Source: an optimization exercise on an open RTL-to-GDS flow (aim: small area and a short achievable clock period). Production flows keep margins and buffers that such runs may drop.
Where RTL was checked, it was by simulation tests only, not by an equivalence proof against the original.

// fpu_top
module fpu_top(
    input         clk,
    input         rst,
    input  [31:0] a,
    input  [31:0] b,
    input  [2:0]  consig,
    output [31:0] out,
    output [2:0]  cmp_out
);
Size: about 2400 cells after synthesis, about 100 I/O pins, about 0.024 mm2 of cells after synthesis.
==> flow/config.mk <==
export PLATFORM = sky130hd
export DESIGN_NAME = fpu_top
export DESIGN_NICKNAME = fpu_top
export VERILOG_FILES = /design/flow/design.v
export SDC_FILE = /design/flow/constraint.sdc
export NUM_CORES = 4
export LEC_CHECK = 0
export CAP_MARGIN = 20
export CORE_MARGIN = 2
export CORE_UTILIZATION = 65
export SLEW_MARGIN = 20
==> flow/constraint.sdc <==
create_clock -name core_clock -period 14.0 [get_ports {clk}]
set_input_delay 2.8000 -clock core_clock [delete_from_list [all_inputs] [get_ports {clk}]]
set_output_delay 2.8000 -clock core_clock [all_outputs]
set_load 0.01 [all_outputs]
standard.sh (not shown) runs the stock make flow with config.mk's settings and CLKGATE_MAP_FILE= SYNTH_SCRIPT=/design/flow/synth_recipe.tcl, a recipe that flattens the netlist after the stock synthesis.
==> flow/flow/run.sh <==
#!/bin/bash
# Standard synthesis, then a netlist pass that removes the inverters Yosys
# leaves around full adders, then the standard layout with a tighter
# timing-repair target and the smallest buffer on the ports.
set -euo pipefail
R=orfs/results/sky130hd/fpu_top/base
MARGIN=$(cat flow/margin.txt)
bash standard.sh synth > log_synth.txt 2>&1
python3 flow/fixinv.py $R/1_2_yosys.v $R/1_2_yosys_fixinv.v > log_fixinv.txt 2>&1
cp $R/1_2_yosys.v $R/1_2_yosys_orig.v
cp $R/1_2_yosys_fixinv.v $R/1_2_yosys.v
rm -f $R/1_synth.odb $R/1_synth.sdc
bash standard.sh SETUP_SLACK_MARGIN=$MARGIN "BUFFER_PORTS_ARGS=-buffer_cell sky130_fd_sc_hd__buf_1" finish > log_layout.txt 2>&1
==> flow/flow/margin.txt <==
7
Other scripts of this flow, unchanged in this note and not shown: flow/flow/fixinv.py
Change:
==> flow/flow/margin.txt (replaced) <==
6.75
- CTS_BUF_LIST: not set -> sky130_fd_sc_hd__clkbuf_4 sky130_fd_sc_hd__clkbuf_8
Area after synthesis is unchanged. Clock-buffer cell count does not change. Final cell count fell by 0.34%. Design area came out lower by 1.5%.
Change:
==> flow/flow/margin.txt (replaced) <==
7
Non-clock buffer count goes up by 13.
Worst setup slack improved by 0.11 ns.
Hold slack hardly moves.

* * *

Another version of the RTL of fpu_top (not shown whole).
For scale: roughly 2600 cells after synthesis, about 100 I/O pins, ~0.026 mm² of cells after synthesis.
clock: 14.0 ns
lec_check: 0
cap_margin: 20
core_margin: 2
core_utilization: 40
slew_margin: 20
==> flow/flow/run.sh <==
#!/bin/bash
# Standard synthesis, then a netlist pass that removes the inverters Yosys
# leaves around full adders, then the standard layout with a tighter
# timing-repair target.
set -euo pipefail
R=orfs/results/sky130hd/fpu_top/base
MARGIN=$(cat flow/margin.txt)
bash standard.sh synth > log_synth.txt 2>&1
python3 flow/fixinv.py $R/1_2_yosys.v $R/1_2_yosys_fixinv.v > log_fixinv.txt 2>&1
cp $R/1_2_yosys.v $R/1_2_yosys_orig.v
cp $R/1_2_yosys_fixinv.v $R/1_2_yosys.v
rm -f $R/1_synth.odb $R/1_synth.sdc
bash standard.sh SETUP_SLACK_MARGIN=$MARGIN finish > log_layout.txt 2>&1
==> flow/flow/margin.txt <==
6
Other scripts of this flow, unchanged in this note and not shown: flow/flow/fixinv.py
The first run produced a clean layout.
Next try:
==> flow/flow/margin.txt (replaced) <==
7.5
=>
- final cell count rises by 4.0%
- hold slack hardly moves
No functional check of the RTL was part of any run of this note.

* * *

fpu_top, a different RTL version from the one above (not shown whole).
For scale: about 2,400 cells after synthesis, ~100 I/O pins.
export LEC_CHECK = 0
export CAP_MARGIN = 20
export CORE_MARGIN = 2
export CORE_UTILIZATION = 58
export CTS_BUF_LIST = sky130_fd_sc_hd__clkbuf_4 sky130_fd_sc_hd__clkbuf_8
export SLEW_MARGIN = 20
create_clock -name core_clock -period 14.0 [get_ports {clk}]
==> flow/flow/run.sh <==
#!/bin/bash
# Standard synthesis, then a netlist pass that removes the inverters Yosys
# leaves around full adders, then the standard layout with a tighter
# timing-repair target and the smallest buffer on the ports.
set -euo pipefail
R=orfs/results/sky130hd/fpu_top/base
MARGIN=$(cat flow/margin.txt)
bash standard.sh synth > log_synth.txt 2>&1
python3 flow/fixinv.py $R/1_2_yosys.v $R/1_2_yosys_fixinv.v > log_fixinv.txt 2>&1
cp $R/1_2_yosys.v $R/1_2_yosys_orig.v
cp $R/1_2_yosys_fixinv.v $R/1_2_yosys.v
rm -f $R/1_synth.odb $R/1_synth.sdc
bash standard.sh SETUP_SLACK_MARGIN=$MARGIN "BUFFER_PORTS_ARGS=-buffer_cell sky130_fd_sc_hd__buf_1" finish > log_layout.txt 2>&1
Other scripts of this flow, unchanged in this note and not shown: flow/flow/fixinv.py, flow/flow/margin.txt
Edit:
CORE_UTILIZATION = 65   (was 58)
The changed run completed with no timing, DRC or antenna violations.
Die area falls by 11%.
Area after synthesis does not change.
No run of this note included a check of the RTL's function; only the layout flow was run.

* * *

fpu_top, a different RTL version from the one above (not shown whole).
Size: ~2400 cells after synthesis, ~100 I/O pins.
clock: 14.0 ns
lec_check: 0
cap_margin: 20
core_margin: 2
core_utilization: 65
slew_margin: 20
==> flow/flow/margin.txt <==
7.5
Scripts as last shown in full above: flow/flow/run.sh
Other scripts of this flow, unchanged in this note and not shown: flow/flow/fixinv.py
The first run finished clean.
Next try:
==> flow/flow/margin.txt (replaced) <==
7
The changed run ran to the end with no violations.
Worst setup slack degrades by 0.25 ns.
Die area does not change.
Area after synthesis does not change.
Cell area falls by a few percent.
Final cell count falls by a few percent.
Global-route usage falls by 4.7 points.
Routed wire length falls by roughly a tenth.

[port drivers added, routing unchanged]
In the flow no input, the clock included, has a driving cell. The finished layouts below were timed again as built, in two steps.
Step 1 (the two cells are an assumption about what drives the block):
set clk [get_ports {clk}]
set_driving_cell -lib_cell sky130_fd_sc_hd__clkbuf_16 $clk
set_driving_cell -lib_cell sky130_fd_sc_hd__buf_2 [delete_from_list [all_inputs] $clk]
Step 2 times the ports against the registers' clock, not the clock port: input delays grow and output delays shrink by t, the midpoint of the rising clock arrivals with the driver on.
Slacks: ideal ports / drivers / drivers and shift; pairs: ideal ports / drivers.
| run | t (ns) | setup slack, ns | hold slack, ns |
|---|---|---|---|
| the first run of note 1 | 0.491 | 7.030 / 6.973 / 6.973 | 0.344 / 0.344 / 0.344 |
| the second run of note 1 | 0.520 | 6.921 / 6.867 / 6.867 | 0.348 / 0.348 / 0.348 |
| the third run of note 1 | 0.524 | 7.029 / 6.972 / 6.972 | 0.350 / 0.350 / 0.350 |
| the first run of note 2 | 0.542 | 6.144 / 6.116 / 6.116 | 0.348 / 0.348 / 0.348 |
| the second run of note 2 | 0.518 | 6.828 / 6.828 / 6.828 | 0.348 / 0.348 / 0.348 |
| the first run of note 3 | 0.536 | 7.044 / 7.009 / 7.009 | 0.334 / 0.334 / 0.334 |
| the second run of note 3 | 0.537 | 7.057 / 7.009 / 7.009 | 0.351 / 0.351 / 0.351 |
| the first run of note 4 | 0.502 | 7.257 / 7.212 / 7.212 | 0.347 / 0.347 / 0.347 |
| the second run of note 4 | 0.486 | 7.004 / 6.971 / 6.971 | 0.345 / 0.345 / 0.345 |
After both steps every run listed still meets setup and hold.
